From an optimization exercise on the open Yosys and OpenROAD flow, aimed at small area and a short achievable clock period; shortcuts taken in it are not production practice. Where RTL was checked, it was by simulation tests only, not by an equivalence proof against the original. No functional check of the RTL was part of runs 2 and 3. No activity file was given, so power comes from the tool's default toggle rates.

==> flow/design.v <==
`timescale 1ns / 1ps
module Microprocessor(
    input clk,
    input reset,                  
    input interrupt,
    input [7:0] data_in,          
    output [7:0] data_out,        
    output [7:0] pm_addr,         
    input [23:0] pm_data,         
    output dm_en,                 
    output dm_we,                 
    output [7:0] dm_addr,         
    output [7:0] dm_wdata,        
    input [7:0] dm_rdata          
    );
reg  [23:0] ins_prv;         
reg  [7:0]  pc_q;            
reg         rst_q;           
reg  [7:0]  ret_q;           
reg         int_q;           
reg         stall_q;         
reg         jt2, jt4;        
reg         ld1;             
reg  [4:0]  op_dec;
reg  [4:0]  RW_dec;
reg  [7:0]  imm;             
reg  [7:0]  AR, BR;          
reg  [4:0]  RW_ex, RW_dm;
reg  [7:0]  ans_ex, ex_out, ans_wb;
reg  [7:0]  dout_q, dm_data_q;
reg  [1:0]  flag_q;          
reg         mem_rw_ex, mem_en_ex, msel_ex, msel_dm;
reg  [7:0]  rf [0:31];
wire [23:0] ins_raw = stall_q ? ins_prv : pm_data;
wire [23:0] ins = reset ? ins_raw : 24'd0;
wire [4:0]  op = ins[23:19];
wire is_cj  = op[4] & op[3] & op[2];
wire is_jmp = (op == 5'b11000);
wire is_ret = (op == 5'b10000);
wire is_ld  = (op == 5'b10100);
wire is_hlt = (op == 5'b10001);
wire stall;
wire mask = is_jmp | is_cj | ld1;
wire [7:0] ret_addr;
wire [31:0] sel_a, sel_b;
wire [7:0] rd_a, rd_b;
Read_Decode dec_a(.idx(ins_raw[13:9]), .sel(sel_a));
Read_Decode dec_b(.idx(ins_raw[8:4]), .sel(sel_b));
genvar gi, gr;
generate for (gi = 0; gi < 8; gi = gi + 1) begin : rdbit
    wire [31:0] col;
    for (gr = 0; gr < 32; gr = gr + 1) begin : row
        assign col[gr] = rf[gr][gi];
    end
    Read_Select rsa(.d(col), .sel(sel_a), .y(rd_a[gi]));
    Read_Select rsb(.d(col), .sel(sel_b), .y(rd_b[gi]));
end endgenerate
wire [7:0] ans_dm = msel_dm ? dm_rdata : ex_out;
wire [4:0] RA_n    = mask ? 5'd0 : ins[13:9];
wire [4:0] RB_n    = ins[8:4];
wire [4:0] RWex_n  = reset ? RW_dec : 5'd0;
wire [4:0] RWdm_n  = reset ? RW_ex : 5'd0;
wire [4:0] RWwb_n  = reset ? RW_dm : 5'd0;
wire       mseldm_n = reset & msel_ex;
wire       immsel_n = ~op[4] & op[3];
wire ea_ex = (RA_n == RWex_n), ea_dm = (RA_n == RWdm_n), ea_wb = (RA_n == RWwb_n);
wire eb_ex = (RB_n == RWex_n), eb_dm = (RB_n == RWdm_n), eb_wb = (RB_n == RWwb_n);
reg sa_ex, sa_x, sa_rd, sa_wb, sa_r;
reg sb_imm, sb_ex, sb_x, sb_rd, sb_wb, sb_r;
always @(posedge clk) begin
    sa_ex <= ea_ex;
    sa_x  <= ~ea_ex & ea_dm & ~mseldm_n;
    sa_rd <= ~ea_ex & ea_dm & mseldm_n;
    sa_wb <= ~ea_ex & ~ea_dm & ea_wb;
    sa_r  <= ~ea_ex & ~ea_dm & ~ea_wb;
    sb_imm <= immsel_n;
    sb_ex <= ~immsel_n & eb_ex;
    sb_x  <= ~immsel_n & ~eb_ex & eb_dm & ~mseldm_n;
    sb_rd <= ~immsel_n & ~eb_ex & eb_dm & mseldm_n;
    sb_wb <= ~immsel_n & ~eb_ex & ~eb_dm & eb_wb;
    sb_r  <= ~immsel_n & ~eb_ex & ~eb_dm & ~eb_wb;
end
wire [7:0] A_e = ({8{sa_ex}} & ans_ex) | ({8{sa_x}} & ex_out) | ({8{sa_wb}} & ans_wb) | ({8{sa_r}} & AR);
wire a_rd = sa_rd;
wire [7:0] B_e = ({8{sb_imm}} & imm) | ({8{sb_ex}} & ans_ex) | ({8{sb_x}} & ex_out) |
                 ({8{sb_wb}} & ans_wb) | ({8{sb_r}} & BR);
wire b_rd = sb_rd;
wire [7:0] A = a_rd ? dm_rdata : A_e;
wire [7:0] B = b_rd ? dm_rdata : B_e;
wire [7:0] ans_tmp;
wire flag_z, flag_c;
wire [7:0] cur_addr;
wire is_addsub = ~op_dec[4] & ~op_dec[2] & ~op_dec[1];
wire f_mov = ~op_dec[4] & (op_dec[2:0] == 3'b010);
wire f_and = ~op_dec[4] & (op_dec[2:0] == 3'b100);
wire f_or  = ~op_dec[4] & (op_dec[2:0] == 3'b101);
wire f_xor = ~op_dec[4] & (op_dec[2:0] == 3'b110);
wire f_not = ~op_dec[4] & (op_dec[2:0] == 3'b111);
wire f_in  = (op_dec == 5'b10110);
wire f_ls  = (op_dec == 5'b11001);
wire f_rs  = (op_dec == 5'b11010) | (op_dec == 5'b11011);
wire f_rsa = (op_dec == 5'b11011);
wire op_j  = op_dec[4] & op_dec[3] & op_dec[2];
wire z_off = (op_dec == 5'b10000) | (op_dec == 5'b10001) | (op_dec == 5'b10100) |
             (op_dec == 5'b10101) | (op_dec == 5'b10111) | (op_dec == 5'b11000);
reg [3:0] lut;       
always @* begin
    casez (op_dec)
        5'b0?010: lut = 4'b1010;    
        5'b0?100: lut = 4'b1000;    
        5'b0?101: lut = 4'b1110;    
        5'b0?110: lut = 4'b0110;    
        5'b0?111: lut = 4'b0101;    
        5'b1010?: lut = 4'b1100;    
        default:  lut = 4'b0000;
    endcase
end
ALU_Result alu(.A(A), .B(B), .op_dec(op_dec), .data_in(data_in), .ans_ex(ans_ex), .lut(lut), .ans_tmp(ans_tmp));
wire zero, cout;
Flag_Unit flags(
    .rdata(dm_rdata), .A_e(A_e), .B_e(B_e), .a_rd(a_rd), .b_rd(b_rd), .data_in(data_in),
    .sub(op_dec[0]), .f_add(is_addsub), .f_in(f_in), .f_ls(f_ls), .f_rs(f_rs), .f_rsa(f_rsa),
    .lut(lut), .zero(zero), .cout(cout));
assign flag_z = op_j ? flag_q[1] : (~z_off & zero);
assign flag_c = op_j ? flag_q[0] : (is_addsub & cout);
wire [7:0] addr1, addr0;
wire k_f, en_z, en_c;
Next_Address nxt(
    .ins(ins), .reset(reset), .jt4(jt4), .ld1(ld1), .int_q(int_q),
    .pc_q(pc_q), .rst_q(rst_q), .ret_q(ret_q),
    .op_j(op_j), .z_off(z_off), .f_add(is_addsub), .flag_q(flag_q),
    .stall(stall), .ret_addr(ret_addr), .addr1(addr1), .addr0(addr0),
    .k_f(k_f), .en_z(en_z), .en_c(en_c));
Address_Select asel(
    .zero(zero), .cout(cout), .k_f(k_f), .en_z(en_z), .en_c(en_c),
    .addr1(addr1), .addr0(addr0), .cur_addr(cur_addr));
always @(posedge clk) begin
    ins_prv <= ins_raw;
    pc_q    <= cur_addr;
    rst_q   <= reset;
    ret_q   <= reset ? ret_addr : 8'd0;
    int_q   <= reset & interrupt;
    stall_q <= reset & stall;
    jt2     <= reset & is_cj & ~jt4;
    jt4     <= reset & jt2;
    ld1     <= reset & is_ld & ~ld1;
    op_dec  <= op;
    RW_dec  <= mask ? 5'd0 : ins[18:14];
    imm     <= ins[8:1];
    AR      <= rd_a;
    BR      <= rd_b;
    RW_ex   <= reset ? RW_dec : 5'd0;
    RW_dm   <= reset ? RW_ex : 5'd0;
    ans_ex  <= reset ? ans_tmp : 8'd0;
    ex_out  <= reset ? ans_ex : 8'd0;
    ans_wb  <= reset ? ans_dm : 8'd0;
    dout_q  <= reset ? ((op_dec == 5'b10111) ? A : dout_q) : 8'd0;
    dm_data_q <= reset ? B : 8'd0;
    flag_q  <= reset ? {flag_z, flag_c} : 2'd0;
    mem_rw_ex <= reset & op_dec[0];
    mem_en_ex <= reset & (ld1 | (op_dec == 5'b10101));
    msel_ex   <= reset & ld1;
    msel_dm   <= reset & msel_ex;
    rf[RW_dm] <= ans_dm;
end
assign pm_addr  = cur_addr;
assign data_out = dout_q;
assign dm_en    = mem_en_ex;
assign dm_we    = mem_rw_ex;
assign dm_addr  = ans_ex;
assign dm_wdata = dm_data_q;
endmodule
module ALU_Result(
    input  [7:0] A, B,
    input  [4:0] op_dec,
    input  [7:0] data_in,
    input  [7:0] ans_ex,
    input  [3:0] lut,
    output [7:0] ans_tmp
    );
wire sub = op_dec[0];
wire [7:0] bxs = B ^ {8{sub}};
wire [8:0] cy;
wire [7:0] sum;
assign cy[0] = sub;
genvar k;
generate for (k = 0; k < 8; k = k + 1) begin : rc
    assign sum[k] = A[k] ^ bxs[k] ^ cy[k];
    assign cy[k+1] = (A[k] & bxs[k]) | (cy[k] & (A[k] ^ bxs[k]));
end endgenerate
wire big = |B[7:3];
wire lsh = ~op_dec[1];                        
wire fill = op_dec[1] & op_dec[0] & A[7];     
wire [7:0] A_rev = {A[0], A[1], A[2], A[3], A[4], A[5], A[6], A[7]};
wire [7:0] sh_in = lsh ? A_rev : A;
wire [15:0] rsh = {{8{fill}}, sh_in} >> B[2:0];
wire [7:0] sh_o = big ? {8{fill}} : rsh[7:0];
wire [7:0] sh_rev = {sh_o[0], sh_o[1], sh_o[2], sh_o[3], sh_o[4], sh_o[5], sh_o[6], sh_o[7]};
wire [7:0] shl = sh_rev;
wire [7:0] shr = sh_o;
wire e_add  = ~op_dec[4] & ~op_dec[2] & ~op_dec[1];
wire e_in   = (op_dec == 5'b10110);
wire e_sh   = (op_dec == 5'b11001) | (op_dec == 5'b11010) | (op_dec == 5'b11011);
wire e_hold = (op_dec == 5'b10000) | (op_dec == 5'b10001) | (op_dec == 5'b10111) |
              (op_dec == 5'b11000) | (op_dec[4:2] == 3'b111);
wire [7:0] lu;
genvar m;
generate for (m = 0; m < 8; m = m + 1) begin : lub
    assign lu[m] = lut[{A[m], B[m]}];
end endgenerate
wire [7:0] sh_res = lsh ? shl : shr;
assign ans_tmp = ({8{e_add}} & sum) | lu | ({8{e_in}} & data_in) | ({8{e_sh}} & sh_res) |
                 ({8{e_hold}} & ans_ex);
endmodule
module Flag_Unit(
    input  [7:0] rdata,
    input  [7:0] A_e, B_e,
    input        a_rd, b_rd,
    input  [7:0] data_in,
    input        sub, f_add, f_in, f_ls, f_rs, f_rsa,
    input  [3:0] lut,
    output       zero, cout
    );
wire [7:0] a = a_rd ? rdata : A_e;
wire [7:0] b = b_rd ? rdata : B_e;
wire [7:0] bx = b ^ {8{sub}};
wire [7:0] kin = {a[6:0] | bx[6:0], sub};
wire [7:0] zt  = a ^ bx ^ kin;
wire [2:0] s = b[2:0];
wire nb = ~|b[7:3];
wire [7:0] ls_keep, rs_keep, lu;    
genvar i;
generate for (i = 0; i < 8; i = i + 1) begin : sh
    assign ls_keep[i] = nb & (s <= 7 - i);
    assign rs_keep[i] = (nb & (s <= i)) | ((i == 7) ? f_rsa : 1'b0);
    assign lu[i] = lut[{a[i], b[i]}];
end endgenerate
wire [7:0] t = ({8{f_add}} & zt) | lu |
               ({8{f_in}}  & data_in) |
               ({8{f_ls}}  & a & ls_keep) |
               ({8{f_rs}}  & a & rs_keep);
Nor8 nz(.x(t), .y(zero));
Carry_Out co(.a(a), .b(b), .sub(sub), .cout(cout));
endmodule
module Nor8(input [7:0] x, output y);
wire [3:0] u;
wire [1:0] v;
Gate_Nor2  g0(.a(x[0]), .b(x[1]), .y(u[0]));
Gate_Nor2  g1(.a(x[2]), .b(x[3]), .y(u[1]));
Gate_Nor2  g2(.a(x[4]), .b(x[5]), .y(u[2]));
Gate_Nor2  g3(.a(x[6]), .b(x[7]), .y(u[3]));
Gate_Nand2 g4(.a(u[0]), .b(u[1]), .y(v[0]));
Gate_Nand2 g5(.a(u[2]), .b(u[3]), .y(v[1]));
Gate_Nor2  g6(.a(v[0]), .b(v[1]), .y(y));
endmodule
module Gate_Nor2(input a, b, output y);
assign y = ~(a | b);
endmodule
module Gate_Nand2(input a, b, output y);
assign y = ~(a & b);
endmodule
module Carry_Out(
    input  [7:0] a, b,
    input        sub,
    output       cout
    );
wire [7:0] bx = b ^ {8{sub}};
wire [7:0] g = a & bx;
wire [7:0] p = a | bx;
wire g0 = g[0] | (p[0] & sub);
wire g10 = g[1] | (p[1] & g0);
wire g32 = g[3] | (p[3] & g[2]);
wire p32 = p[3] & p[2];
wire g54 = g[5] | (p[5] & g[4]);
wire p54 = p[5] & p[4];
wire g76 = g[7] | (p[7] & g[6]);
wire p76 = p[7] & p[6];
wire g30 = g32 | (p32 & g10);
wire g74 = g76 | (p76 & g54);
wire p74 = p76 & p54;
assign cout = g74 | (p74 & g30);
endmodule
module Next_Address(
    input  [23:0] ins,
    input        reset, jt4, ld1, int_q,
    input  [7:0] pc_q,
    input        rst_q,
    input  [7:0] ret_q,
    input        op_j, z_off, f_add,
    input  [1:0] flag_q,
    output       stall,
    output [7:0] ret_addr,
    output [7:0] addr1, addr0,
    output       k_f, en_z, en_c
    );
wire [4:0] op = ins[23:19];
wire is_cj  = op[4] & op[3] & op[2];
wire is_jmp = (op == 5'b11000);
wire is_ret = (op == 5'b10000);
wire is_ld  = (op == 5'b10100);
wire is_hlt = (op == 5'b10001);
assign stall = (is_cj & ~jt4) | (is_ld & ~ld1) | is_hlt;
wire [7:0] next_addr = rst_q ? pc_q + 8'd1 : 8'd0;
assign ret_addr = int_q ? next_addr : ret_q;
wire [7:0] seq_addr  = stall ? pc_q : next_addr;
wire [7:0] jmp_loc   = is_ret ? ret_addr : (int_q ? 8'hf0 : ins[7:0]);
wire       uncond    = is_jmp | is_ret | int_q;
wire tk1   = uncond | (is_cj & ~ins[19]);   
wire tk0   = uncond | (is_cj &  ins[19]);   
assign addr1 = reset ? (tk1 ? jmp_loc : seq_addr) : 8'd0;
assign addr0 = reset ? (tk0 ? jmp_loc : seq_addr) : 8'd0;
assign k_f  = op_j & (ins[20] ? flag_q[1] : flag_q[0]);
assign en_z = ~op_j & ins[20] & ~z_off;
assign en_c = ~op_j & ~ins[20] & f_add;
endmodule
module Address_Select(
    input        zero, cout, k_f, en_z, en_c,
    input  [7:0] addr1, addr0,
    output [7:0] cur_addr
    );
wire fsel = k_f | (en_z & zero) | (en_c & cout);
assign cur_addr = fsel ? addr1 : addr0;
endmodule
module Read_Decode(input [4:0] idx, output [31:0] sel);
assign sel = 32'd1 << idx;
endmodule
module Read_Select(input [31:0] d, input [31:0] sel, output y);
assign y = |(d & sel);
endmodule
==> flow/flow/run.sh <==
#!/bin/bash
# The standard layout (the standard.sh with its standard synthesis), with two
# changes to how it is made:
#  - ports are buffered with buf_2 cells instead of the default delay-buffer cell,
#  - the resizer may swap a cell for one of another footprint.
# The make output goes to flow_make.log; ORFS keeps each step's log under orfs/logs.
set -euo pipefail
bash standard.sh MATCH_CELL_FOOTPRINT=0 \
  "BUFFER_PORTS_ARGS=-buffer_cell sky130_fd_sc_hd__buf_2" finish > flow_make.log 2>&1
==> flow/standard.sh <==
#!/bin/bash
# synth_recipe.tcl (not shown) runs the flow's synth.tcl, then flattens the netlist and writes it again
# the make line also repeats each setting of config.mk as NAME=value (left out here)
make -C /OpenROAD-flow-scripts/flow DESIGN_CONFIG=/design/flow/config.mk WORK_HOME=/design/flow/orfs CLKGATE_MAP_FILE= SYNTH_SCRIPT=/design/flow/synth_recipe.tcl "${@:-finish}"
==> flow/config.mk <==
export PLATFORM = sky130hd
export DESIGN_NAME = Microprocessor
export DESIGN_NICKNAME = Microprocessor
export VERILOG_FILES = /design/flow/design.v
export SDC_FILE = /design/flow/constraint.sdc
export NUM_CORES = 4
export LEC_CHECK = 0
export CAP_MARGIN = 20
export CORE_MARGIN = 2
export CORE_UTILIZATION = 70
export CTS_BUF_LIST = sky130_fd_sc_hd__clkbuf_16
export CTS_CLUSTER_DIAMETER = 80
export CTS_CLUSTER_SIZE = 20
export SETUP_SLACK_MARGIN = 5.0
export SLEW_MARGIN = 20
export SYNTH_HIERARCHICAL = 1
==> flow/constraint.sdc <==
create_clock -name core_clock -period 12.5 [get_ports {clk}]
set_input_delay 2.5000 -clock core_clock [delete_from_list [all_inputs] [get_ports {clk}]]
set_output_delay 2.5000 -clock core_clock [all_outputs]
set_load 0.01 [all_outputs]
==> flow_metrics.tcl, run 1 <==
set metrics [dict create \
    die-area_sq_um 30280 \
    fin_crit_ns 7.504 \
    die_h_microns 174.0 \
    drc 0 \
    grt_usage 0.3958 \
    drt_iter0_drc 3015 \
    avgRoutedWirePerCell_microns 27.27 \
    combPwrFrac 0.221 \
    p_leak_nw 7.733 \
    routed_wl_mm 60.81 \
    power_density_nw_per_um2 137.6 \
    post-place-ws_ns 3.705 \
    synth_cells 1776 \
    insertion_delay_ns 0.58 \
    fin_setup_tns_ns 0 \
    hold_viol 0 \
    cap_viol_max_count 0 \
    area_growth_pct 8.379 \
    clkSlewWorstSetupHoldPaths_ns 0.08 \
    final_core_util 0.7682 \
    path_max_fanout 8 \
    num_rows 62 \
    io_pins 77 \
    dp.cells 2171 \
    h-tree-depth 1 \
    coreArea_sq_um 28550 \
    cp.arrival_ns 5.00 \
    syn-num-nets 1827 \
    grt_pass1_vias 15863 \
    grt_overflow 0 \
    hold_class "reg -> reg" \
    finalCritPeriodShare 0.6003 \
    cts_root_buffer "clkbuf_16" \
    io_buffers 76 \
    slew_viol_final 0 \
    grt_util_met1 0.5110 \
    grt_pass1_wl_mm 92.34 \
    layout_setup_ws_ns 4.996 \
    setup_violations 0 \
    antenna_found_initial 1 \
    cts_tree "done" \
    start_kind "primary input" \
    layout-drive-gt1-share 0.1561 \
    p_seq_frac 0.509 \
    max_freq_ghz 0.1333 \
    drtAntennaViolNets 0 \
    clkSinkCount 403 \
    vias 16633 \
    die_width_microns 174.0 \
    clock_path_buffers 3 \
    grt-busiest-layer "met2" \
    status "complete, no violations" \
    worstSetupPathType "in -> out" \
    sw_frac_of_total 0.3006 \
    grt_max_degree 88 \
    cts_buffers 25 \
    finalPower_mw 3.018 \
    initial_utilization 0.7088 \
    grtUsageMet2 0.6421 \
    drt-pass1-iter-count 7 \
    rsz0062_at_grt "yes" \
    peakVddDrop_mv 0.1390 \
    synth_area_sq_um 20230 \
    clkPwrFrac 0.271 \
    gp_congestion 1.028 \
    hpwl_mm 42.54 \
    internal-power_mw 2.111 \
    worst_clock_skew_ns 0.03772 \
    relSlewSlack 0.2999 \
    tightest_slew_ns 1.042 \
    required_ns 10.00 \
    switching_power_mw 0.9070 \
    yosysWarnings 7 \
    via_per_inst 7.459 \
    avgSynthCellArea_sq_um 11.39 \
    nets 1878 \
    cp-end-kind "primary output" \
    use_met3 0.07196 \
    fin_cells 2230 \
]
==> path summary, 6_finish.rpt <==
kind	startpoint	end	slack [ns]	cells past startpoint
worst min register to register	jt4$_DFF_P_	jt2$_DFF_P_	0.44	1
worst max-delay path	dm_rdata[2]	pm_addr[4]	5.00	13
worst max register to register	sb_imm$_DFF_P_	ans_ex[7]$_SDFF_PN0_	7.39	19
worst min-delay path	jt4$_DFF_P_	jt2$_DFF_P_	0.44	1
==> power by group through the flow <==
stage	Combinational, mW	Clock, mW	Sequential (mW)
floorplan	0.441	0	1.54
detailed placement	0.604	0	1.56
CTS	0.618	0.815	1.53
finish	0.666	0.817	1.54
global route	0.710	0.862	1.54
global placement	0.591	0	1.56
==> registers in the layout, indices dropped and copies added, names as in the netlist, 2 cells and up <==
register / count
AR: 8
BR: 8
RW_dec: 5
RW_dm: 5
RW_ex: 5
ans_ex: 8
ans_wb: 8
dm_data_q: 8
dout_q: 8
ex_out: 8
flag_q: 2
imm: 8
ins_prv: 24
op_dec: 5
pc_q: 8
ret_q: 8
rf: 256
==> timing repair <==
action                                  CTS  global route
endpoints found under the setup margin    8             8
hold buffers                              0             0
buffers inserted                          6             6
gates resized for setup                  16            45
pin swaps                                 2            17
cloned                                    1             0
==> layout by cell type (no fill, tap or decap), drive strengths merged, types with 6 or more instances in the layout <==
cell      n
mux2     59
a221oi    8
nor4      6
nand2    76
a21o      7
or4      19
mux2i    67
or2       8
mux4     13
inv      77
clkbuf   26
a221o     6
o211ai   14
nor3     29
edfxtp  256
or3b     11
a31oi    14
nand3b   20
nor2b    17
a211oi   13
and3      6
a222oi   11
and2     62
nor3b    10
nand2b   21
nand4    66
dfxtp   147
o31ai     7
buf      97
a21oi    33
fa        6
or3       9
o22ai    30
xor2     14
nor2    158
xnor2    26
a22oi   285
nand3    24
o21ai    28
==> stage by stage <==
step / cell area, sq um / hold WS (ns)
floorplan: 20230 / 0.3905
global placement: 20800 / 0.4170
detailed placement: 20800 / 0.4286
CTS: 21670 / 0.4413
global route: 21930 / 0.4601
finish: 21930 / 0.4389
==> layout make-up <==
cell class                      count  area [sq um]
Timing Repair Buffer               98         646.9
Antenna cell                        1         2.502
Fill cell                        1898          6618
Multi-Input combinational cell   1237          9185
Tap cell                          384         480.5
Clock inverter                     20         116.4
Inverter                           61         236.5
Clock buffer                       25         625.6
Sequential cell                   403         10630
Timing Repair inverter              1         5.005
==> per-layer routing <==
layer	share of wire	routed length, microns
met5	0	0
met4	0.068	4132
met3	0.12	7041
met2	0.46	28170
met1	0.35	21460
==> critical path, stage by stage <==
cell and delay [ns]:
clkbuf_4 0.16, mux2i_1 0.18, buf_4 0.16, clkinvlp_4 0.14, a21o_1 0.19, a211oi_1 0.24, a31oi_1 0.08, a31oi_2 0.28
o22ai_2 0.17, a221oi_4 0.28, buf_12 0.18, mux2_4 0.32, buf_6 0.12
==> run 2, diff against run 1 <==
--- a/flow/design.v
+++ b/flow/design.v
@@ -225,5 +225,11 @@
 wire [7:0] b = b_rd ? rdata : B_e;
-wire [7:0] bx = b ^ {8{sub}};
-wire [7:0] kin = {a[6:0] | bx[6:0], sub};
-wire [7:0] zt  = a ^ bx ^ kin;
+wire [7:0] O = a_rd ? B_e : A_e;
+wire [7:0] T = sub ? O : (~O + 8'd1);
+wire eq;
+Nor8 neq(.x(rdata ^ T), .y(eq));
+wire z_both = sub | ~|rdata[6:0];
+wire [7:0] bxe = B_e ^ {8{sub}};
+wire [7:0] kin = {A_e[6:0] | bxe[6:0], sub};     
+wire z_e = ~|(A_e ^ bxe ^ kin);
+wire z_add = (a_rd & b_rd) ? z_both : (a_rd | b_rd) ? eq : z_e;
 wire [2:0] s = b[2:0];
@@ -237,3 +243,3 @@
 end endgenerate
-wire [7:0] t = ({8{f_add}} & zt) | lu |
+wire [7:0] t = lu |
                ({8{f_in}}  & data_in) |
@@ -241,3 +247,5 @@
                ({8{f_rs}}  & a & rs_keep);
-Nor8 nz(.x(t), .y(zero));
+wire z_oth;
+Nor8 nz(.x(t), .y(z_oth));
+assign zero = f_add ? z_add : z_oth;
 Carry_Out co(.a(a), .b(b), .sub(sub), .cout(cout));
==> run 2 against run 1 <==
Combinational power rose by 5.1%. Routed wire length fell by 0.61%. Final cell count rose by 1.3%. Critical path type unchanged. Critical endpoint unchanged. Largest cell class unchanged.
==> flow_metrics.tcl, run 2 <==
set metrics [dict create \
    coreArea_sq_um 28700 \
    post-place-ws_ns 3.851 \
    clkSinkCount 403 \
    gp_congestion 1.085 \
    io_pins 77 \
    synth_area_sq_um 20390 \
    num_rows 62 \
    cp-startpoint "dm_rdata[7]" \
    clkSlewWorstSetupHoldPaths_ns 0.09 \
    cp-end-kind "primary output" \
    grt_overflow 0 \
    die_width_microns 174.7 \
    routed_wl_mm 60.44 \
    cap_viol_max_count 0 \
    layout-drive-gt1-share 0.1541 \
    required_ns 10.00 \
    worstHoldStart "jt4$_DFF_P_" \
    initial_utilization 0.7105 \
    n_fill_cell 1861 \
    max_freq_ghz 0.1338 \
    hold_viol 0 \
    grt_max_degree 88 \
    relSlewSlack 0.3165 \
    drt_iter0_drc 2929 \
    antenna_found_initial 2 \
    cts_tree "done" \
    finalPower_mw 3.018 \
    worstSetupPathType "in -> out" \
    largest_register_ffs 256 \
    reg2reg_from "sb_imm$_DFF_P_" \
    p_leak_nw 7.829 \
    worst_clock_skew_ns 0.02276 \
    layout_setup_ws_ns 5.026 \
    drtAntennaViolNets 0 \
    insertion_delay_ns 0.56 \
    grt_pass1_vias 15737 \
    fin_setup_tns_ns 0 \
    io_buffers 76 \
    fin_cells 2260 \
    slew_viol_final 0 \
    power_density_nw_per_um2 137.0 \
    area_growth_pct 8.055 \
    grt_pass1_wl_mm 91.34 \
    clock_path_buffers 3 \
    status "complete, no violations" \
    avgSynthCellArea_sq_um 11.29 \
    cts_root_buffer "clkbuf_16" \
    fin_crit_ns 7.474 \
    path_max_fanout 8 \
    nets 1919 \
    drc 0 \
    cp.arrival_ns 4.97 \
    avgRoutedWirePerCell_microns 26.74 \
    start_kind "primary input" \
    die_h_microns 174.7 \
    cts_buffers 24 \
    cts_hold_buf 0 \
    yosysWarnings 7 \
    h-tree-depth 1 \
    syn-num-nets 1865 \
    rsz0062_at_grt "yes" \
    synth_cells 1807 \
    peakVddDrop_mv 0.1293 \
    setup_violations 0 \
    via_per_inst 7.360 \
    dp.cells 2207 \
    mostFrequentLayoutCells "a22oi_1 (269), edfxtp_1 (256), nor2_1 (153)" \
    vias 16634 \
    hold_class "reg -> reg" \
    hpwl_mm 42.37 \
    layout_commonest_cell "a22oi_1" \
    finalCritPeriodShare 0.5979 \
    drt-pass1-iter-count 9 \
    tightest_slew_ns 1.022 \
    grt_usage 0.3897 \
    largest_register "rf" \
    die-area_sq_um 30520 \
    top_regs "rf (256), ins_prv (24)" \
]
-- run 2: cell types whose count changed in the layout (fill, tap and decap cells not counted), sizes merged, moves of 6 or more --
cell | previous run | this run
a21oi | 33 | 50
nor2b | 17 | 24
xnor2 | 26 | 35
inv | 77 | 69
o211ai | 14 | 8
ha | 2 | 9
nand2 | 76 | 91
-- run 2: power breakdown --
group          leakage (nW)  switching, mW  internal (mW)  total [mW]
registers              3.59         0.0487           1.48        1.53
clock network         0.384          0.426          0.363       0.788
logic                  3.86          0.428          0.272       0.700
-- run 2: final cells by class --
class / count / area [sq um] / area share
Clock buffer: 25 / 625.6 / 0.02839
Antenna cell: 1 / 2.502 / 0.0001136
Timing Repair Buffer: 98 / 598.1 / 0.02714
Sequential cell: 403 / 10630 / 0.4824
Tap cell: 384 / 480.5 / 0.02180
Timing Repair inverter: 1 / 5.005 / 0.0002271
Clock inverter: 15 / 70.07 / 0.003179
Multi-Input combinational cell: 1275 / 9400 / 0.4266
Inverter: 58 / 224.0 / 0.01016
-- run 2: final timing paths --
check	end	slack (ns)	cells after the start
setup / recovery	pm_addr[4]	5.03	15
hold / removal	jt2$_DFF_P_	0.42	1
setup reg to reg	ans_ex[7]$_SDFF_PN0_	7.19	18
hold reg to reg	jt2$_DFF_P_	0.42	1
-- run 2: repair_timing --
item / CTS / global route
buffers inserted: 4 / 7
gates cloned: 1 / 0
pin swaps: 5 / 5
endpoints found under the setup margin: 8 / 8
resized for setup: 19 / 41
-- run 2: critical path, stage by stage --
cell and delay [ns]:
clkbuf_4 0.18, nor2b_2 0.20, a22o_1 0.24, and3_4 0.25, a221oi_2 0.08, a31oi_1 0.15, nor2_1 0.05, nand2_1 0.08
nor2_1 0.05, inv_1 0.09, o22ai_4 0.11, a221oi_4 0.34, buf_12 0.18, mux2_4 0.32, buf_2 0.14
-- run 2: metrics by stage --
stage	hold WS, ns	utilization	cell area (sq um)
global placement	0.4055	0.7310	20980
CTS	0.4188	0.7598	21810
detailed placement	0.4058	0.7310	20980
finish	0.4172	0.7678	22040
floorplan	0.3905	-	20390
global route	0.4341	0.7677	22030
-- run 2: routing by layer --
metal	track usage	vias to the layer above	share of wire
li1	-	7163	-
met2	0.6163	1285	0.46
met1	0.5047	7895	0.35
met5	0	-	0
met3	0.06876	291	0.11
met4	0.2389	0	0.077
==> run 3, diff against run 2 <==
==> flow/run.sh (new file) <==
#!/bin/bash
# synth_recipe.tcl (not shown) runs the flow's synth.tcl, then flattens the netlist and writes it again
# the make line also repeats each setting of config.mk as NAME=value (left out here)
make -C /OpenROAD-flow-scripts/flow DESIGN_CONFIG=/design/flow/config.mk WORK_HOME=/design/flow/orfs CLKGATE_MAP_FILE= SYNTH_SCRIPT=/design/flow/synth_recipe.tcl finish
removed: flow/flow/run.sh
removed: flow/standard.sh
==> run 3 against run 2 <==
First-iteration DRC count shrank 9.7%. Clock power is essentially flat. Global-route usage grew 1.1 points. Clock skew grew 0.0032 ns. Final cell count grew 0.13%. Clock-buffer cell count is the same.
==> flow_metrics.tcl, run 3 <==
set metrics [dict create \
    status "complete, no violations" \
    coreArea_sq_um 28700 \
    post-place-ws_ns 3.567 \
    mostFrequentLayoutCells "a22oi_1 (268), edfxtp_1 (256), nor2_1 (153)" \
    initial_utilization 0.7105 \
    grt_usage 0.4009 \
    synth_area_sq_um 20390 \
    critical_path.endpoint "pm_addr[3]" \
    slew_viol_final 0 \
    layout-drive-gt1-share 0.1336 \
    area_growth_pct 10.52 \
    hold_ws_ns 0.4301 \
    power_density_nw_per_um2 136.0 \
    nets 1928 \
    drt-pass1-iter-count 7 \
    antenna_found_initial 0 \
    cp-startpoint "dm_rdata[3]" \
    grt_pass1_vias 15948 \
    path_max_fanout 8 \
    largest_register "rf" \
    cts_hold_buf 0 \
    cp-end-kind "primary output" \
    grt_overflow 0 \
    peakVddDrop_mv 0.1725 \
    cap_viol_max_count 0 \
    cts_tree "done" \
    relSlewSlack 0.3409 \
    fin_setup_tns_ns 0 \
    max_freq_ghz 0.1332 \
    p_leak_nw 7.854 \
    fin_crit_ns 7.510 \
    die_width_microns 174.7 \
    tightest_slew_ns 0.9810 \
    regArea_sq_um 10630 \
    layout_commonest_cell "a22oi_1" \
    reg2reg_from "sb_wb$_DFF_P_" \
    h-tree-depth 1 \
    io_pins 77 \
    r2r_slack_ns 7.04 \
    cts_root_buffer "clkbuf_16" \
    worstSetupPathType "in -> out" \
    setup_violations 0 \
    required_ns 10.00 \
    n_antenna_cell 0 \
    cp.arrival_ns 5.01 \
    clkSlewWorstSetupHoldPaths_ns 0.09 \
    cts_buffers 24 \
    drc 0 \
    drt_iter0_drc 2646 \
    clkSinkCount 403 \
    insertion_delay_ns 0.56 \
    timing.rr.end "ans_ex[7]$_SDFF_PN0_" \
    worst_clock_skew_ns 0.02599 \
    via_per_inst 7.385 \
    largest_register_ffs 256 \
    grt_max_degree 87 \
    finalCritPeriodShare 0.6008 \
    n_fill_cell 1808 \
    routed_wl_mm 62.57 \
    num_rows 62 \
    clock_path_buffers 3 \
    hold_class "reg -> reg" \
    yosysWarnings 7 \
    avgRoutedWirePerCell_microns 27.65 \
    grt_pass1_wl_mm 92.92 \
    rsz0062_at_grt "yes" \
    synth_cells 1807 \
    syn-num-nets 1865 \
    hold_viol 0 \
    top_regs "rf (256), ins_prv (24)" \
    io_buffers 76 \
    multiInputGateArea_sq_um 9478 \
    layout_setup_ws_ns 4.990 \
    avgSynthCellArea_sq_um 11.29 \
    start_kind "primary input" \
    gp_congestion 1.099 \
    die_h_microns 174.7 \
    die-area_sq_um 30520 \
    reg2regPathDepth 18 \
    drtAntennaViolNets 0 \
    vias 16713 \
    hpwl_mm 43.03 \
]
-- run 3: worst min path at each step --
stage,start,endpoint,cells after the start
floorplan,jt4$_DFF_P_,jt2$_DFF_P_,1
global placement,jt4$_DFF_P_,jt2$_DFF_P_,1
detailed placement,jt4$_DFF_P_,jt2$_DFF_P_,1
CTS,jt4$_DFF_P_,jt2$_DFF_P_,1
global route,jt4$_DFF_P_,jt2$_DFF_P_,1
finish,jt4$_DFF_P_,jt2$_DFF_P_,1
-- run 3: repair_timing --
action	CTS	global route
setup buffers	14	7
pin swaps	14	12
endpoints found under the setup margin	8	8
cloned	0	0
resized for setup	116	49
-- run 3: critical path: stages --
cell	delay (ns)
buf_12	0.12
nor3_4	0.23
a22o_1	0.22
buf_4	0.13
buf_6	0.09
a31oi_1	0.07
a32oi_1	0.22
nor2_1	0.08
nand2_1	0.07
nor2_1	0.04
inv_1	0.10
o22ai_4	0.12
a221oi_4	0.37
buf_12	0.18
mux2_4	0.32
buf_6	0.12
-- run 3: where the power goes --
| part | internal, mW | switching [mW] |
|---|---|---|
| clock | 0.362 | 0.426 |
| sequential | 1.48 | 0.0494 |
| combinational | 0.301 | 0.445 |
-- run 3: area by class of cell --
cell class	count	share of cell area
Tap cell	384	0.02132
Clock inverter	10	0.002443
Sequential cell	403	0.4717
Multi-Input combinational cell	1275	0.4205
Clock buffer	25	0.02776
Inverter	58	0.009992
Timing Repair Buffer	108	0.04630
-- run 3: metrics by stage --
step | power (mW) | cells | utilization | cell area [sq um]
final | 3.065 | 2263 | 0.7853 | 22540
after global routing | 3.150 | 2263 | 0.7853 | 22540
after CTS | 3.005 | 2256 | 0.7775 | 22320
after detailed placement | 2.225 | 2207 | 0.7441 | 21360
after global placement | 2.206 | 2207 | 0.7441 | 21360
after floorplan | 2.013 | 1807 | - | 20390
-- run 3: routing by layer --
layer  vias up  part of all wire  GRT usage  wire (microns)
met5         -                 0          0               0
met4         0             0.075     0.2556            4696
met3       253              0.11    0.08116            6952
met2      1287              0.46     0.6403           28990
met1      7995              0.35     0.5025           21930
li1       7178                 -          -               -
==> run 4, diff against run 3 <==
--- a/flow/design.v
+++ b/flow/design.v
@@ -225,11 +225,5 @@
 wire [7:0] b = b_rd ? rdata : B_e;
-wire [7:0] O = a_rd ? B_e : A_e;
-wire [7:0] T = sub ? O : (~O + 8'd1);
-wire eq;
-Nor8 neq(.x(rdata ^ T), .y(eq));
-wire z_both = sub | ~|rdata[6:0];
-wire [7:0] bxe = B_e ^ {8{sub}};
-wire [7:0] kin = {A_e[6:0] | bxe[6:0], sub};     
-wire z_e = ~|(A_e ^ bxe ^ kin);
-wire z_add = (a_rd & b_rd) ? z_both : (a_rd | b_rd) ? eq : z_e;
+wire [7:0] bx = b ^ {8{sub}};
+wire [7:0] kin = {a[6:0] | bx[6:0], sub};
+wire [7:0] zt  = a ^ bx ^ kin;
 wire [2:0] s = b[2:0];
@@ -243,3 +237,3 @@
 end endgenerate
-wire [7:0] t = lu |
+wire [7:0] t = ({8{f_add}} & zt) | lu |
                ({8{f_in}}  & data_in) |
@@ -247,5 +241,3 @@
                ({8{f_rs}}  & a & rs_keep);
-wire z_oth;
-Nor8 nz(.x(t), .y(z_oth));
-assign zero = f_add ? z_add : z_oth;
+Nor8 nz(.x(t), .y(zero));
 Carry_Out co(.a(a), .b(b), .sub(sub), .cout(cout));
==> flow/flow/run.sh (new file) <==
#!/bin/bash
# The standard layout (the standard.sh with its standard synthesis), with these
# changes to how it is made:
#  - ports are buffered with buf_1 cells instead of the default delay-buffer cell,
#  - the resizer may swap a cell for one of another footprint,
#  - clock tree synthesis inserts no dummy loads (clusters of at most 26 sinks).
# The make output goes to flow_make.log; ORFS keeps each step's log under orfs/logs.
set -euo pipefail
bash standard.sh MATCH_CELL_FOOTPRINT=0 \
  "BUFFER_PORTS_ARGS=-buffer_cell sky130_fd_sc_hd__buf_1" \
  "CTS_ARGS=-sink_clustering_enable -repair_clock_nets -sink_clustering_size 26 -sink_clustering_max_diameter 80 -buf_list sky130_fd_sc_hd__clkbuf_16 -dont_use_dummy_load" \
  finish > flow_make.log 2>&1
==> flow/standard.sh (new file) <==
#!/bin/bash
# synth_recipe.tcl (not shown) runs the flow's synth.tcl, then flattens the netlist and writes it again
# the make line also repeats each setting of config.mk as NAME=value (left out here)
make -C /OpenROAD-flow-scripts/flow DESIGN_CONFIG=/design/flow/config.mk WORK_HOME=/design/flow/orfs CLKGATE_MAP_FILE= SYNTH_SCRIPT=/design/flow/synth_recipe.tcl "${@:-finish}"
--- a/flow/config.mk
+++ b/flow/config.mk
@@ -12,3 +12,3 @@
 export CTS_CLUSTER_DIAMETER = 80
-export CTS_CLUSTER_SIZE = 20
+export CTS_CLUSTER_SIZE = 26
 export SETUP_SLACK_MARGIN = 5.0
removed: flow/run.sh
==> run 4 against run 3 <==
Still clean on timing, DRC and antenna. Sequential share of layout area rose by 1.9 points. Total power down 5.7%. Critical path depth unchanged. Design area is 4.0% lower. Clock-buffer cell count fell by 4. Worst hold slack hardly changed. Global-route usage down 1.7 points. Clock skew increased by 0.051 ns. Synthesized cell count fell by 1.7%.
==> flow_metrics.tcl, run 4 <==
set metrics [dict create \
    status "complete, no violations" \
    avgRoutedWirePerCell_microns 26.95 \
    path_max_fanout 8 \
    die_width_microns 174.0 \
    largest_register "rf" \
    p_leak_nw 7.385 \
    syn-num-nets 1827 \
    r2r_slack_ns 7.53 \
    drc 0 \
    dp.cells 2171 \
    cts_buffers 21 \
    clkSinkCount 403 \
    drtAntennaViolNets 0 \
    required_ns 10.00 \
    worstSetupPathType "in -> out" \
    vias 16377 \
    timing.rr.end "ans_ex[7]$_SDFF_PN0_" \
    hold_viol 0 \
    layout_commonest_cell "a22oi_1" \
    coreArea_sq_um 28550 \
    cts_root_buffer "clkbuf_16" \
    finalCritPeriodShare 0.5991 \
    cp-startpoint "dm_rdata[0]" \
    cts_tree "done" \
    grt_usage 0.3843 \
    die-area_sq_um 30280 \
    grt_overflow 0 \
    max_freq_ghz 0.1335 \
    peakVddDrop_mv 0.1185 \
    fin_crit_ns 7.489 \
    setup_violations 0 \
    worst_clock_skew_ns 0.07662 \
    final_core_util 0.7582 \
    io_buffers 76 \
    yosysWarnings 7 \
    layout-drive-gt1-share 0.1234 \
    via_per_inst 7.407 \
    largest_register_ffs 256 \
    tightest_slew_ns 1.187 \
    avgSynthCellArea_sq_um 11.39 \
    rsz0062_at_grt "yes" \
    layout_setup_ws_ns 5.011 \
    h-tree-depth 1 \
    routed_wl_mm 59.60 \
    post-place-ws_ns 3.758 \
    fin_setup_tns_ns 0 \
    fin_cells 2211 \
    critical_path.endpoint "pm_addr[4]" \
    clock_path_buffers 3 \
    synth_area_sq_um 20230 \
    grt_pass1_wl_mm 89.65 \
    grt_pass1_vias 15336 \
    insertion_delay_ns 0.56 \
    grt_max_degree 88 \
    reg2reg_from "sb_imm$_DFF_P_" \
    gp_congestion 1.073 \
    cp.arrival_ns 4.99 \
    mostFrequentLayoutCells "a22oi_1 (268), edfxtp_1 (256), nor2_1 (153)" \
    relSlewSlack 0.2054 \
    die_h_microns 174.0 \
    num_rows 62 \
    power_density_nw_per_um2 133.5 \
    antenna_found_initial 2 \
    nets 1876 \
    clkSlewWorstSetupHoldPaths_ns 0.09 \
    cp-end-kind "primary output" \
    top_regs "rf (256), ins_prv (24)" \
    hold_class "reg -> reg" \
    cap_viol_max_count 0 \
    start_kind "primary input" \
    drt_iter0_drc 2619 \
    initial_utilization 0.7088 \
    synth_cells 1776 \
    area_growth_pct 6.975 \
    reg2regPathDepth 19 \
    drt-pass1-iter-count 9 \
    io_pins 77 \
    slew_viol_final 0 \
    hpwl_mm 42.01 \
]
## run 4: layout make-up
class,count,area [sq um]
sequential,403,10630
multi-input combinational,1237,9191
fill,1962,6902
timing repair buffer,100,569.3
clock buffer,21,525.5
tap,384,480.5
inverter,61,232.7
antenna,4,10.01
timing repair inverter,1,5.005
## run 4: per-layer routing
| layer | vias up | global-route usage | part of all wire | wire [microns] |
|---|---|---|---|---|
| li1 | 7044 | - | - | - |
| met1 | 7694 | 0.4974 | 0.36 | 21440 |
| met2 | 1322 | 0.6154 | 0.46 | 27240 |
| met3 | 317 | 0.07196 | 0.11 | 6597 |
| met4 | 0 | 0.2146 | 0.072 | 4319 |
| met5 | - | 0.003205 | 0 | 0 |
## run 4: timing repair
action / in CTS / in global routing
endpoints found under the setup margin: 8 / 8
endpoints found under the hold margin: 0 / 0
resized for setup: 26 / 60
hold buffers: 0 / 0
setup buffers: 5 / 9
pin swaps: 3 / 15
cloned: 1 / 0
## run 4: stage by stage
step / power (mW) / hold WS (ns) / cell area (sq um)
finish: 2.891 / 0.4304 / 21650
global route: 2.972 / 0.4506 / 21640
CTS: 2.839 / 0.4425 / 21380
detailed placement: 2.157 / 0.4230 / 20700
global placement: 2.146 / 0.4079 / 20700
floorplan: 1.977 / 0.3905 / 20230
## run 4: power breakdown
group | internal, mW | switching (mW) | total, mW
Combinational | 0.251 | 0.409 | 0.659
Sequential | 1.48 | 0.0521 | 1.53
Clock | 0.301 | 0.398 | 0.698
Total | 2.03 | 0.858 | 2.89
## run 4: worst max-delay path: stages
cell	delay, ns
buf_12	0.11
mux2i_4	0.18
xnor2_2	0.10
ha_2	0.20
xnor2_2	0.13
xnor2_1	0.20
xnor2_1	0.10
a221oi_1	0.31
nand2_1	0.10
nor2_2	0.12
nand2_2	0.08
nor2_4	0.15
a221oi_4	0.09
buf_12	0.17
mux2_4	0.31
buf_6	0.13
## run 4: worst min-delay path by stage
stage / slack, ns / to / from / depth (start not counted)
final: 0.43 / jt2$_DFF_P_ / jt4$_DFF_P_ / 1
after global routing: 0.45 / jt4$_DFF_P_ / jt2$_DFF_P_ / 1
after CTS: 0.44 / jt2$_DFF_P_ / jt4$_DFF_P_ / 1
after detailed placement: 0.42 / jt4$_DFF_P_ / jt2$_DFF_P_ / 1
after global placement: 0.41 / jt2$_DFF_P_ / jt4$_DFF_P_ / 1
after floorplan: 0.39 / jt2$_DFF_P_ / jt4$_DFF_P_ / 1
==> run 5, diff against run 4 <==
==> flow/flow/run.sh (replaced) <==
#!/bin/bash
# The standard layout (the standard.sh with its standard synthesis), with these
# changes to how it is made:
#  - ports are buffered with buf_1 cells instead of the default delay-buffer cell,
#  - the resizer may swap a cell for one of another footprint,
#  - clock tree synthesis inserts no dummy loads (clusters of at most 20 sinks).
# The make output goes to flow_make.log; ORFS keeps each step's log under orfs/logs.
set -euo pipefail
bash standard.sh MATCH_CELL_FOOTPRINT=0 \
  "BUFFER_PORTS_ARGS=-buffer_cell sky130_fd_sc_hd__buf_1" \
  "CTS_ARGS=-sink_clustering_enable -repair_clock_nets -sink_clustering_size 20 -sink_clustering_max_diameter 80 -buf_list sky130_fd_sc_hd__clkbuf_16 -dont_use_dummy_load" \
  finish > flow_make.log 2>&1
--- a/flow/config.mk
+++ b/flow/config.mk
@@ -9,6 +9,6 @@
 export CORE_MARGIN = 2
-export CORE_UTILIZATION = 70
+export CORE_UTILIZATION = 75
 export CTS_BUF_LIST = sky130_fd_sc_hd__clkbuf_16
 export CTS_CLUSTER_DIAMETER = 80
-export CTS_CLUSTER_SIZE = 26
+export CTS_CLUSTER_SIZE = 20
 export SETUP_SLACK_MARGIN = 5.0
==> run 5 against run 4 <==
Still clean. Global-route usage rose by 3.7 points. Synthesized cell count did not move. Via count rose by 2.3%. Non-clock buffer count rose by 6. Largest cell class unchanged. Largest power group unchanged.
==> flow_metrics.tcl, run 5 <==
set metrics [dict create \
    die_h_microns 168.3 \
    top_regs "rf (256), ins_prv (24)" \
    worstSetupPathType "in -> out" \
    grt_pass1_wl_mm 91.52 \
    grt_usage 0.4211 \
    h-tree-depth 1 \
    reg2reg_from "sb_imm$_DFF_P_" \
    avgSynthCellArea_sq_um 11.39 \
    yosysWarnings 7 \
    coreArea_sq_um 26730 \
    cp-end-kind "primary output" \
    cts_hold_buf 0 \
    start_kind "primary input" \
    layout-drive-gt1-share 0.1245 \
    cts_buffers 24 \
    max_freq_ghz 0.1335 \
    power_density_nw_per_um2 136.0 \
    gp_congestion 1.073 \
    fin_crit_ns 7.490 \
    relSlewSlack 0.2958 \
    clkSlewWorstSetupHoldPaths_ns 0.08 \
    initial_utilization 0.7571 \
    finalCritPeriodShare 0.5992 \
    hold_path_depth 1 \
    io_buffers 76 \
    placed_cell_area_sq_um 20650 \
    post-place-ws_ns 3.699 \
    rsz0062_at_grt "no" \
    hold_viol 0 \
    worstHoldStart "jt2$_DFF_P_" \
    syn-num-nets 1827 \
    hold_class "reg -> reg" \
    required_ns 10.00 \
    die-area_sq_um 28310 \
    largest_register "rf" \
    postLayoutCellArea_sq_um 21700 \
    io_pins 77 \
    clock_path_buffers 3 \
    largest_register_ffs 256 \
    r2r_slack_ns 7.43 \
    p_leak_nw 7.438 \
    mostFrequentLayoutCells "a22oi_1 (268), edfxtp_1 (256), nor2_1 (155)" \
    grt_overflow 0 \
    drt-pass1-iter-count 9 \
    via_per_inst 7.710 \
    dp.cells 2128 \
    avgRoutedWirePerCell_microns 27.92 \
    path_max_fanout 8 \
    status "complete, no violations" \
    area_growth_pct 7.229 \
    cts_root_buffer "clkbuf_16" \
    insertion_delay_ns 0.57 \
    peakVddDrop_mv 0.1432 \
    layout_setup_ws_ns 5.010 \
    holdPathEnd "jt4$_DFF_P_" \
    nets 1885 \
    antenna_found_initial 2 \
    cts_tree "done" \
    fin_cells 2173 \
    n_antenna_cell 0 \
    reg2regPathDepth 19 \
    timing.rr.end "ans_ex[7]$_SDFF_PN0_" \
    final_core_util 0.8118 \
    synth_cells 1776 \
    drtAntennaViolNets 0 \
    die_width_microns 168.3 \
    vias 16754 \
    setup_violations 0 \
    grt_max_degree 88 \
    cp.arrival_ns 4.99 \
    synth_area_sq_um 20230 \
    layout_commonest_cell "a22oi_1" \
    hpwl_mm 42.28 \
    cap_viol_max_count 0 \
    worst_clock_skew_ns 0.07354 \
    num_rows 60 \
    fin_setup_tns_ns 0 \
    tightest_slew_ns 1.052 \
    routed_wl_mm 60.67 \
    grt_pass1_vias 15752 \
    drc 0 \
    slew_viol_final 0 \
    clkSinkCount 403 \
    drt_iter0_drc 3253 \
]
-- run 5: repair_timing --
item,CTS,global route
pin swaps,6,14
gates resized for setup,24,53
gates cloned,1,0
buffers inserted,9,11
setup endpoints to repair,8,8
-- run 5: stage by stage --
stage	power, mW	hold slack, ns
finish	2.951	0.4412
global placement	2.139	0.4164
floorplan	1.977	0.3905
CTS	2.889	0.4384
detailed placement	2.158	0.4216
global route	3.032	0.4450
-- run 5: area by class of cell --
cell class | count | area, sq um
Clock buffer | 24 | 600.6
Tap cell | 341 | 426.7
Inverter | 61 | 232.7
Sequential cell | 403 | 10630
Fill cell | 1558 | 5029
Timing Repair inverter | 1 | 5.005
Timing Repair Buffer | 106 | 591.8
Multi-Input combinational cell | 1237 | 9209
-- run 5: how the worst max path moves through the flow --
stage	start	to	slack (ns)	depth (start not counted)
after floorplan	reset	pm_addr[4]	5.04	10
after global placement	reset	pm_addr[4]	3.83	10
after detailed placement	reset	pm_addr[4]	3.70	10
after CTS	dm_rdata[7]	pm_addr[5]	5.01	13
after global routing	dm_rdata[0]	pm_addr[5]	4.97	16
final	dm_rdata[0]	pm_addr[1]	5.01	16
-- run 5: worst max-delay path, cell delays in order --
cell and delay (ns):
buf_12 0.11, mux2i_4 0.18, xnor2_2 0.12, ha_4 0.18, xnor2_2 0.13, xnor2_1 0.15
xnor2_1 0.13, a221oi_1 0.30, nand2_1 0.10, nor2_1 0.12, nand2_1 0.11, nor2_4 0.16
a221oi_4 0.09, buf_12 0.17, mux2_4 0.31, buf_6 0.13
-- run 5: report_power, final --
part           switching, mW  internal [mW]  leakage, nW  total, mW
registers             0.0524           1.48         3.60       1.53
logic                  0.415          0.256         3.54      0.671
clock network          0.405          0.341        0.296      0.746
-- run 5: routing by layer --
metal	vias to the layer above	track usage	wire, microns
met4	2	0.2466	4534
met1	7852	0.5357	20800
met2	1520	0.6695	27620
met3	321	0.09450	7712
met5	-	0	11
li1	7059	-	-
==> run 6, diff against run 5 <==
--- a/flow/config.mk
+++ b/flow/config.mk
@@ -9,3 +9,3 @@
 export CORE_MARGIN = 2
-export CORE_UTILIZATION = 75
+export CORE_UTILIZATION = 70
 export CTS_BUF_LIST = sky130_fd_sc_hd__clkbuf_16
==> run 6 against run 5 <==
Via count fell by 1.9%. Synthesized area did not move. Final cell count rose by 1.7%. First-iteration DRC count fell by 11%. Worst hold slack barely moved. Register-to-register slack improved by 0.14 ns. Fmax barely moved. Highest routed layer is now met4.
==> flow_metrics.tcl, run 6 <==
set metrics [dict create \
    clkSinkCount 403 \
    cts_tree "done" \
    finalPower_mw 2.957 \
    cp.arrival_ns 4.99 \
    relSlewSlack 0.2373 \
    grt_usage 0.3879 \
    status "complete, no violations" \
    power_density_nw_per_um2 136.2 \
    die_width_microns 174.0 \
    start_kind "primary input" \
    io_buffers 76 \
    insertion_delay_ns 0.58 \
    worstSetupPathType "in -> out" \
    gp_congestion 1.073 \
    p_leak_nw 7.420 \
    via_per_inst 7.436 \
    layout_commonest_cell "a22oi_1" \
    slowest_delay_ns 0.31 \
    num_rows 62 \
    rsz0062_at_grt "yes" \
    grt_pass1_vias 15390 \
    reg2regPathDepth 19 \
    drtAntennaViolNets 0 \
    crit_buf_inv 3 \
    finalCritPeriodShare 0.5991 \
    largest_register_ffs 256 \
    worst_clock_skew_ns 0.07543 \
    syn-num-nets 1827 \
    routed_wl_mm 60.03 \
    synth_area_sq_um 20230 \
    yosysWarnings 7 \
    required_ns 10.00 \
    coreArea_sq_um 28550 \
    peakVddDrop_mv 0.1168 \
    grt_overflow 0 \
    synth_cells 1776 \
    path_delay_family "XOR/XNOR gates" \
    cp-end-kind "primary output" \
    nets 1879 \
    avgSynthCellArea_sq_um 11.39 \
    clkSlewWorstSetupHoldPaths_ns 0.08 \
    path_max_fanout 8 \
    top_regs "rf (256), ins_prv (24)" \
    path_cells "buf_12 -> mux2i_4 -> xnor2_2 -> ha_2 -> xnor2_2 -> xnor2_1 -> xnor2_1 -> a221oi_1 -> nand2_1 -> nor2_2 -> nand2_2 -> nor2_4 -> a221oi_4 -> buf_12 -> mux2_4 -> buf_6" \
    hold_viol 0 \
    placed_cell_area_sq_um 20700 \
    drc 0 \
    drt-pass1-iter-count 8 \
    drt_iter0_drc 2892 \
    initial_utilization 0.7088 \
    setup_violations 0 \
    clock_path_buffers 3 \
    fin_setup_tns_ns 0 \
    vias 16440 \
    largest_register "rf" \
    hpwl_mm 42.01 \
    avgRoutedWirePerCell_microns 27.15 \
    hold_class "reg -> reg" \
    io_pins 77 \
    cts_root_buffer "clkbuf_16" \
    area_growth_pct 7.328 \
    max_freq_ghz 0.1335 \
    n_fill_cell 1949 \
    die_h_microns 174.0 \
    grt_max_degree 88 \
    postLayoutCellArea_sq_um 21720 \
    hold_path_depth 1 \
    fin_crit_ns 7.489 \
    tightest_slew_ns 1.140 \
    antenna_found_initial 1 \
    cap_viol_max_count 0 \
    layout-drive-gt1-share 0.1243 \
    h-tree-depth 1 \
    cts_buffers 25 \
    mostFrequentLayoutCells "a22oi_1 (268), edfxtp_1 (256), nor2_1 (153)" \
    die-area_sq_um 30280 \
    slew_viol_final 0 \
    cp.depth 16 \
    crit_path_top_delay_cell "a221oi_1" \
    cts_hold_buf 0 \
    grt_pass1_wl_mm 90.47 \
]
## run 6: final cells by class
| class | instances | area (sq um) | share of cell area |
|---|---|---|---|
| timing repair buffer | 99 | 551.8 | 0.02541 |
| antenna | 1 | 2.502 | 0.0001152 |
| inverter | 61 | 232.7 | 0.01072 |
| tap | 384 | 480.5 | 0.02212 |
| timing repair inverter | 1 | 5.005 | 0.0002305 |
| sequential | 403 | 10630 | 0.4895 |
| multi-input combinational | 1237 | 9188 | 0.4231 |
| clock buffer | 25 | 625.6 | 0.02881 |
## run 6: what timing repair did
| action | in CTS | in global routing |
|---|---|---|
| resized for setup | 26 | 54 |
| gates cloned | 1 | 0 |
| pin swaps | 3 | 15 |
| setup buffers | 5 | 8 |
| endpoints found under the hold margin | 0 | 0 |
| setup endpoints to repair | 8 | 8 |
## run 6: where the power goes
group	total [mW]	internal (mW)	switching, mW	leakage [nW]
Clock	0.765	0.353	0.411	0.308
Combinational	0.658	0.249	0.408	3.51
Sequential	1.53	1.48	0.0530	3.60
Total	2.96	2.08	0.873	7.42
## run 6: metal layers
layer,up-vias,wire (microns),track usage
li1,7055,-,-
met1,7746,21290,0.5047
met2,1315,27370,0.6227
met3,324,7075,0.07305
met4,0,4293,0.2066
met5,-,0,0.003205
## run 6: path summary, 6_finish.rpt
path / from / endpoint / slack, ns
setup / recovery: dm_rdata[0] / pm_addr[4] / 5.01
hold reg to reg: jt2$_DFF_P_ / jt4$_DFF_P_ / 0.44
hold / removal: jt2$_DFF_P_ / jt4$_DFF_P_ / 0.44
setup reg to reg: sb_imm$_DFF_P_ / ans_ex[7]$_SDFF_PN0_ / 7.57
## run 6: worst register-to-register path: stages, from the launching register on
cell and delay, ns:
dfxtp_1 0.39, a222oi_1 0.40, nand2_1 0.28, mux2_2 0.55, mux2i_1 0.29, fa_1 0.23
fa_1 0.18, inv_1 0.05, fa_1 0.38, fa_1 0.36, inv_1 0.08, fa_1 0.17
inv_1 0.05, fa_1 0.37, xor2_1 0.21, xnor2_1 0.13, a221o_1 0.31, a21oi_1 0.13
o21ai_0 0.10, and2_1 0.15
## run 6: per-stage QoR
stage / setup slack [ns] / instances / util / hold WS [ns]
after CTS: 5.006 / 2202 / 0.7524 / 0.4399
final: 5.011 / 2211 / 0.7607 / 0.4410
after floorplan: 5.041 / 1776 / - / 0.3905
after global routing: 4.919 / 2210 / 0.7607 / 0.4455
after global placement: 3.806 / 2171 / 0.7253 / 0.4079
after detailed placement: 3.758 / 2171 / 0.7253 / 0.4230

[what the ideal ports hide]
The results above use ideal ports. As a check the final layouts listed here were re-extracted and re-timed, cells and wires unchanged. Step 1, drivers: a clkbuf_16 drives clk and a buf_2 each remaining input, both assumed. Step 2, shift: input delay + t, output delay - t, t = (earliest + latest rising clock arrival at the registers) / 2. This alone moves slack from input paths to output paths. Slacks: ideal ports / drivers / drivers and shift; pairs: ideal ports / drivers.
run	t, ns	setup WS [ns]	worst setup path at the end	slew at the worst register clock pin (ns)
run 1	0.611	4.996 / 4.969 / 4.969	input to output	0.09 / 0.09
run 2	0.599	5.026 / 4.988 / 4.988	input to output	0.09 / 0.09
run 3	0.605	4.990 / 4.944 / 4.944	input to output	0.09 / 0.09
run 4	0.578	5.011 / 4.960 / 4.960	input to output	0.10 / 0.10
run 5	0.588	5.010 / 4.961 / 4.961	input to output	0.09 / 0.09
run 6	0.596	5.011 / 4.961 / 4.961	input to output	0.09 / 0.09
After both steps setup and hold are still met in every run listed. For run 4, which loses most, drivers alone change the setup slack by -0.051 ns; drivers and shift together by -0.051 ns.
